This design comes from an exercise in tuning for small area and a short achievable clock period on the open sky130 flow, not from production work. Where RTL was checked, it was by simulation tests only, not by an equivalence proof against the original. Power and IR drop assume default switching activity.

Setup of rev 12:
==> flow/design.v <==
module alu_pre(instruction, regA, regB, p, g, sh, sl, sr, fctl, beq);
input  [31:0] instruction, regA, regB;
output [31:0] p;           
output [31:0] g;           
output        sh;          
output        sl, sr;      
output [3:0]  fctl;        
output        beq;         
function [4:0] neg5(input [4:0] x);   
    neg5 = {x[4] ^ (|x[3:0]), x[3] ^ (|x[2:0]), x[2] ^ (|x[1:0]),
            x[1] ^ x[0], x[0]};
endfunction
wire [5:0] op = instruction[31:26];
wire [5:0] fn = instruction[5:0];
wire       rsz = (instruction[25:21] == 5'b0);
wire r = (op == 6'b000000);
wire r_add  = r & (fn == 6'b100000);
wire r_addu = r & (fn == 6'b100001);
wire r_sub  = r & (fn == 6'b100010);
wire r_subu = r & (fn == 6'b100011);
wire r_and  = r & (fn == 6'b100100);
wire r_or   = r & (fn == 6'b100101);
wire r_xor  = r & (fn == 6'b100110);
wire r_nor  = r & (fn == 6'b100111);
wire r_slt  = r & (fn == 6'b101010);
wire r_sltu = r & (fn == 6'b101011);
wire r_sll  = r & (fn == 6'b000000);
wire r_srl  = r & (fn == 6'b000010 || fn == 6'b000011);
wire r_sllv = r & (fn == 6'b000100);
wire r_srlv = r & (fn == 6'b000110 || fn == 6'b000111);
wire i_addi  = (op == 6'b001000);
wire i_addiu = (op == 6'b001001);
wire i_andi  = (op == 6'b001100);
wire i_ori   = (op == 6'b001101);
wire i_xori  = (op == 6'b001110);
wire i_beq   = (op == 6'b000100) | (op == 6'b000101);
wire i_slti  = (op == 6'b001010);
wire i_sltiu = (op == 6'b001011);
wire i_mem   = (op == 6'b100011) | (op == 6'b101011);
wire sub   = r_sub | r_subu | r_slt | r_sltu | i_beq | i_slti | i_sltiu;
wire add   = r_add | r_addu | i_addi | i_addiu | i_mem;
wire simm  = i_addi | i_slti | i_mem;
wire l_and = r_and | i_andi;
wire l_or  = r_or | i_ori;
wire l_xor = r_xor | i_xori;
wire shl   = r_sll | r_sllv;
wire shr   = r_srl | r_srlv;
wire shc   = r_sll | r_srl;
wire [31:0] imm = {{16{simm & instruction[15]}}, instruction[15:0]};
wire        rr = r | i_beq;                     
wire [31:0] u = (rr | rsz) ? regA : regB;
wire [31:0] v = rr ? regB : imm;
wire       big   = rsz ? (|regA[31:5]) : (|regB[31:5]);
wire       shz   = (r_sllv | r_srlv) & big;       
wire c_addR = (fn[5:1] == 5'b10000);
wire c_subR = fn[5] & ~fn[4] & ~fn[2] & fn[1];
wire c_shR  = (fn[5:3] == 3'b000) & (fn[1] | ~fn[0]);
wire c_addI = (op == 6'b001000) | (op == 6'b001001) | i_mem;
wire c_subI = (op[5:2] == 4'b0001 & ~op[1]) | (op[5:1] == 5'b00101);
wire c_add  = r ? c_addR : c_addI;
wire c_sub  = r ? c_subR : c_subI;
wire c_ox   = r ? (fn == 6'b100101 | fn == 6'b100110)            
                : (op == 6'b001101 | op == 6'b001110);
wire c_ao   = r ? (fn[5:1] == 5'b10010) : (op[5:1] == 5'b00110);   
wire c_sh   = r & c_shR;
wire c_nor  = r & (fn == 6'b100111);
wire c_swsub = c_sub & rr & ~rsz;            
wire [3:0] tp  = {c_sub | c_ao | c_sh,
                  c_add | c_ox | (c_sh & ~rsz),
                  c_add | c_ox | (c_sh & rsz),
                  c_sub | c_nor};
wire [3:0] tg  = {c_add, c_sub & ~c_swsub, c_swsub, 1'b0};
wire [3:0] tp0 = {c_ao | c_sh,
                  c_sub | c_add | c_ox | (c_sh & ~rsz),
                  c_sub | c_add | c_ox | (c_sh & rsz),
                  c_nor};
wire [3:0] tg0 = {c_add | c_sub, c_sub & ~c_swsub, c_swsub, c_sub};
wire [4:0] sh_c = shl ? instruction[10:6] : neg5(instruction[10:6]);
wire [4:0] sh_a = shc ? sh_c : shl ? regA[4:0] : neg5(regA[4:0]);
wire [4:0] sh_b = shc ? sh_c : shl ? regB[4:0] : neg5(regB[4:0]);
wire [4:0] ra   = rsz ? sh_a : sh_b;
genvar i;
generate for (i = 0; i < 32; i = i + 1) begin : bt
    if (i == 0) begin : z
        assign p[i] = tp0[{u[i], v[i]}];
        assign g[i] = tg0[{u[i], v[i]}];
    end else if (i >= 27) begin : a
        assign p[i] = tp[{u[i], v[i]}];
        assign g[i] = (shl | shr) ? ra[i-27] : tg[{u[i], v[i]}];
    end else begin : n
        assign p[i] = tp[{u[i], v[i]}];
        assign g[i] = tg[{u[i], v[i]}];
    end
end endgenerate
assign sh = shl | shr;
wire       sz = (ra == 5'd0);
assign sl = (shl | (shr & sz)) & ~shz;
assign sr = shr & ~sz & ~shz;
wire ab31 = regA[31] ^ regB[31];
assign fctl = {(r_add & ~ab31) | (r_sub & ab31) | i_addi,
               i_addi ? instruction[15] : (rsz ? regA[31] : regB[31]),
               r_slt | i_slti, r_sltu | i_sltiu};
assign beq = i_beq;
endmodule
module alu(p, g, sh, sl, sr, fctl, beq, result, flags);
input  [31:0] p, g;
input         sh, sl, sr;
input  [3:0]  fctl;
input         beq;
output [31:0] result;
output [2:0]  flags;
wire [31:0] gg [0:5];
wire [31:0] pp [0:5];
assign gg[0] = g;
assign pp[0] = p;
genvar i, l;
generate for (l = 0; l < 5; l = l + 1) begin : lvl
    for (i = 0; i < 32; i = i + 1) begin : bt
        if (i >= (1 << l)) begin : m
            assign gg[l+1][i] = gg[l][i] | (pp[l][i] & gg[l][i - (1 << l)]);
            assign pp[l+1][i] = pp[l][i] & pp[l][i - (1 << l)];
        end else begin : k
            assign gg[l+1][i] = gg[l][i];
            assign pp[l+1][i] = pp[l][i];
        end
    end
end endgenerate
wire [32:0] c = {gg[5], 1'b0};           
wire [31:0] sum = p ^ c[31:0];
wire [4:0]  ra = g[31:27];
wire [63:0] w0 = {p & {32{sl}}, p & {32{sr}}};
wire [63:0] w1 = ra[4] ? {w0[47:0], 16'b0} : w0;
wire [63:0] w2 = ra[3] ? {w1[55:0], 8'b0} : w1;
wire [63:0] w3 = ra[2] ? {w2[59:0], 4'b0} : w2;
wire [63:0] w4 = ra[1] ? {w3[61:0], 2'b0} : w3;
wire [63:0] w5 = ra[0] ? {w4[62:0], 1'b0} : w4;
assign result = sh ? w5[63:32] : sum;
assign flags = {beq & (&p[31:1]) & ~p[0], (fctl[1] & sum[31]) | (fctl[0] & ~c[32]),
                fctl[3] & (c[31] ^ fctl[2])};
endmodule
module alu_top(clk, instruction, regA, regB, result, flags);
input clk;
input [31:0] instruction, regA, regB;
output [31:0] result;
output [2:0] flags;
wire [31:0] p_d, g_d;
wire        sh_d, sl_d, sr_d, beq_d;
wire [3:0]  fctl_d;
reg  [31:0] p_q, g_q;
reg         sh_q, sl_q, sr_q, beq_q;
reg  [3:0]  fctl_q;
reg  [31:0] result_q;
reg  [2:0]  flags_q;
wire [31:0] result_d;
wire [2:0]  flags_d;
alu_pre u_pre(.instruction(instruction), .regA(regA), .regB(regB),
              .p(p_d), .g(g_d), .sh(sh_d), .sl(sl_d), .sr(sr_d),
              .fctl(fctl_d), .beq(beq_d));
alu u_alu(.p(p_q), .g(g_q), .sh(sh_q), .sl(sl_q), .sr(sr_q),
          .fctl(fctl_q), .beq(beq_q), .result(result_d), .flags(flags_d));
always @(posedge clk) begin
    p_q <= p_d;
    g_q <= g_d;
    sh_q <= sh_d;
    sl_q <= sl_d;
    sr_q <= sr_d;
    fctl_q <= fctl_d;
    beq_q <= beq_d;
    result_q <= result_d;
    flags_q <= flags_d;
end
assign result = result_q;
assign flags = flags_q;
endmodule
clock: 6.0 ns
lec_check: 0
abc_area: 1
cap_margin: 20
core_margin: 2
core_utilization: 40
setup_slack_margin: 3.3
slew_margin: 20
tns_end_percent: 5
standard.sh (not shown) runs the stock make flow with config.mk's settings and CLKGATE_MAP_FILE= SYNTH_SCRIPT=/design/flow/synth_recipe.tcl, a recipe that flattens the netlist after the stock synthesis.
==> flow/flow/run.sh <==
#!/bin/bash
# Standard ORFS layout, with plain buffers on the ports instead of the
# delay-cell buffers buffer_ports picks by default, and timing repair free
# to change a cell's footprint.
set -euo pipefail
bash standard.sh 'BUFFER_PORTS_ARGS=-buffer_cell sky130_fd_sc_hd__buf_1' MATCH_CELL_FOOTPRINT=0 finish > standard.log 2>&1
[inputs] rev 13 vs rev 12
--- a/flow/design.v
+++ b/flow/design.v
@@ -49,33 +49,20 @@
 wire [31:0] imm = {{16{simm & instruction[15]}}, instruction[15:0]};
 wire        rr = r | i_beq;                     
 wire [31:0] u = (rr | rsz) ? regA : regB;
 wire [31:0] v = rr ? regB : imm;
-wire       big   = rsz ? (|regA[31:5]) : (|regB[31:5]);
-wire       shz   = (r_sllv | r_srlv) & big;       
-wire c_addR = (fn[5:1] == 5'b10000);
-wire c_subR = fn[5] & ~fn[4] & ~fn[2] & fn[1];
-wire c_shR  = (fn[5:3] == 3'b000) & (fn[1] | ~fn[0]);
-wire c_addI = (op == 6'b001000) | (op == 6'b001001) | i_mem;
-wire c_subI = (op[5:2] == 4'b0001 & ~op[1]) | (op[5:1] == 5'b00101);
-wire c_add  = r ? c_addR : c_addI;
-wire c_sub  = r ? c_subR : c_subI;
-wire c_ox   = r ? (fn == 6'b100101 | fn == 6'b100110)            
-                : (op == 6'b001101 | op == 6'b001110);
-wire c_ao   = r ? (fn[5:1] == 5'b10010) : (op[5:1] == 5'b00110);   
-wire c_sh   = r & c_shR;
-wire c_nor  = r & (fn == 6'b100111);
-wire c_swsub = c_sub & rr & ~rsz;            
-wire [3:0] tp  = {c_sub | c_ao | c_sh,
-                  c_add | c_ox | (c_sh & ~rsz),
-                  c_add | c_ox | (c_sh & rsz),
-                  c_sub | c_nor};
-wire [3:0] tg  = {c_add, c_sub & ~c_swsub, c_swsub, 1'b0};
-wire [3:0] tp0 = {c_ao | c_sh,
-                  c_sub | c_add | c_ox | (c_sh & ~rsz),
-                  c_sub | c_add | c_ox | (c_sh & rsz),
-                  c_nor};
-wire [3:0] tg0 = {c_add | c_sub, c_sub & ~c_swsub, c_swsub, c_sub};
+wire [3:0] fp = ({4{add}}   & 4'b0110) | ({4{sub}}   & 4'b1001)
+              | ({4{l_and}} & 4'b1000) | ({4{l_or}}  & 4'b1110)
+              | ({4{l_xor}} & 4'b0110) | ({4{r_nor}} & 4'b0001)
+              | ({4{shl | shr}} & 4'b1010);
+wire [3:0] fg = ({4{add}} & 4'b1000) | ({4{sub}} & 4'b0100);
+wire [3:0] fp0 = sub ? 4'b0110 : fp;
+wire [3:0] fg0 = sub ? 4'b1101 : fg;
+wire       sw = rr & ~rsz;
+wire [3:0] tp = sw ? {fp[3], fp[1], fp[2], fp[0]} : fp;
+wire [3:0] tg = sw ? {fg[3], fg[1], fg[2], fg[0]} : fg;
+wire [3:0] tp0 = sw ? {fp0[3], fp0[1], fp0[2], fp0[0]} : fp0;
+wire [3:0] tg0 = sw ? {fg0[3], fg0[1], fg0[2], fg0[0]} : fg0;
 wire [4:0] sh_c = shl ? instruction[10:6] : neg5(instruction[10:6]);
 wire [4:0] sh_a = shc ? sh_c : shl ? regA[4:0] : neg5(regA[4:0]);
 wire [4:0] sh_b = shc ? sh_c : shl ? regB[4:0] : neg5(regB[4:0]);
 wire [4:0] ra   = rsz ? sh_a : sh_b;
@@ -92,11 +79,19 @@
         assign g[i] = tg[{u[i], v[i]}];
     end
 end endgenerate
 assign sh = shl | shr;
-wire       sz = (ra == 5'd0);
-assign sl = (shl | (shr & sz)) & ~shz;
-assign sr = shr & ~sz & ~shz;
+wire       szc = (instruction[10:6] == 5'd0);
+wire       sza = shc ? szc : (regA[4:0] == 5'd0);
+wire       szb = shc ? szc : (regB[4:0] == 5'd0);
+wire       zva = (r_sllv | r_srlv) & (|regA[31:5]);
+wire       zvb = (r_sllv | r_srlv) & (|regB[31:5]);
+wire       sla = (shl | (shr & sza)) & ~zva;
+wire       slb = (shl | (shr & szb)) & ~zvb;
+wire       sra = shr & ~sza & ~zva;
+wire       srb = shr & ~szb & ~zvb;
+assign sl = rsz ? sla : slb;
+assign sr = rsz ? sra : srb;
 wire ab31 = regA[31] ^ regB[31];
 assign fctl = {(r_add & ~ab31) | (r_sub & ab31) | i_addi,
                i_addi ? instruction[15] : (rsz ? regA[31] : regB[31]),
                r_slt | i_slti, r_sltu | i_sltiu};
Results
- For rev 13, the origin of the worst setup path was instruction[28], unlike rev 12, where it was instruction[29].
- Of rev 12 and rev 13, the run reporting the higher area share of fa/ha/maj cells after synthesis was rev 13.
- Compared to rev 12, rev 13 leaves less free space in the core.
- Looking only at number of placed cells counting well taps, and setting everything else aside, the higher value of rev 12 and rev 13 goes to rev 13.
- Between rev 12 and rev 13, the clock skew does not differ in any meaningful way.
- Compared with rev 12, rev 13 shows a lower sequential share of the synthesized area.
- | area share of and/or/nand/nor cells after synthesis | rev 13 vs rev 12 | 8.9 points higher |
- Rev 13 vs. rev 12: total power now sits higher; sequential share of layout area now sits lower; power share of the sequential group now sits lower.
- Higher period utilization was reported by rev 12, not rev 13.
- Rev 12 -> rev 13: number of endpoints with negative hold slack in the final report delta 0, exact match
- Comparing the two runs side by side, rev 13 comes out behind rev 12 on cell area.
Only the layout flow was run in rev 12; the RTL was not checked for function there.

afterwards: timing with drivers on the ports:
The flow's constraints put no driver on any port. The routed layouts listed below were extracted and timed again, unchanged, in two steps. Step 1 (the two cells are an assumption about what drives the block):
set clk [get_ports {clk}]
set_driving_cell -lib_cell sky130_fd_sc_hd__clkbuf_16 $clk
set_driving_cell -lib_cell sky130_fd_sc_hd__buf_2 [delete_from_list [all_inputs] $clk]
Step 2 also shifts input and output timing later by t, the mid clock arrival at the registers, as if the neighbouring blocks saw the same clock. Three values: ideal ports, drivers, drivers and shift; two values: the first two.
| run | shift t [ns] | slack for setup (ns) | slew at the worst register clock pin (ns) |
|---|---|---|---|
| rev 12 | 0.414 | 3.270 / 3.294 / 2.880 | 0.09 / 0.09 |
| rev 13 | 0.412 | 3.286 / 3.311 / 2.899 | 0.08 / 0.08 |
After both steps setup and hold are still met in every run listed. For rev 12, which loses most, drivers alone change the setup slack by +0.024 ns; drivers and shift together by -0.390 ns.
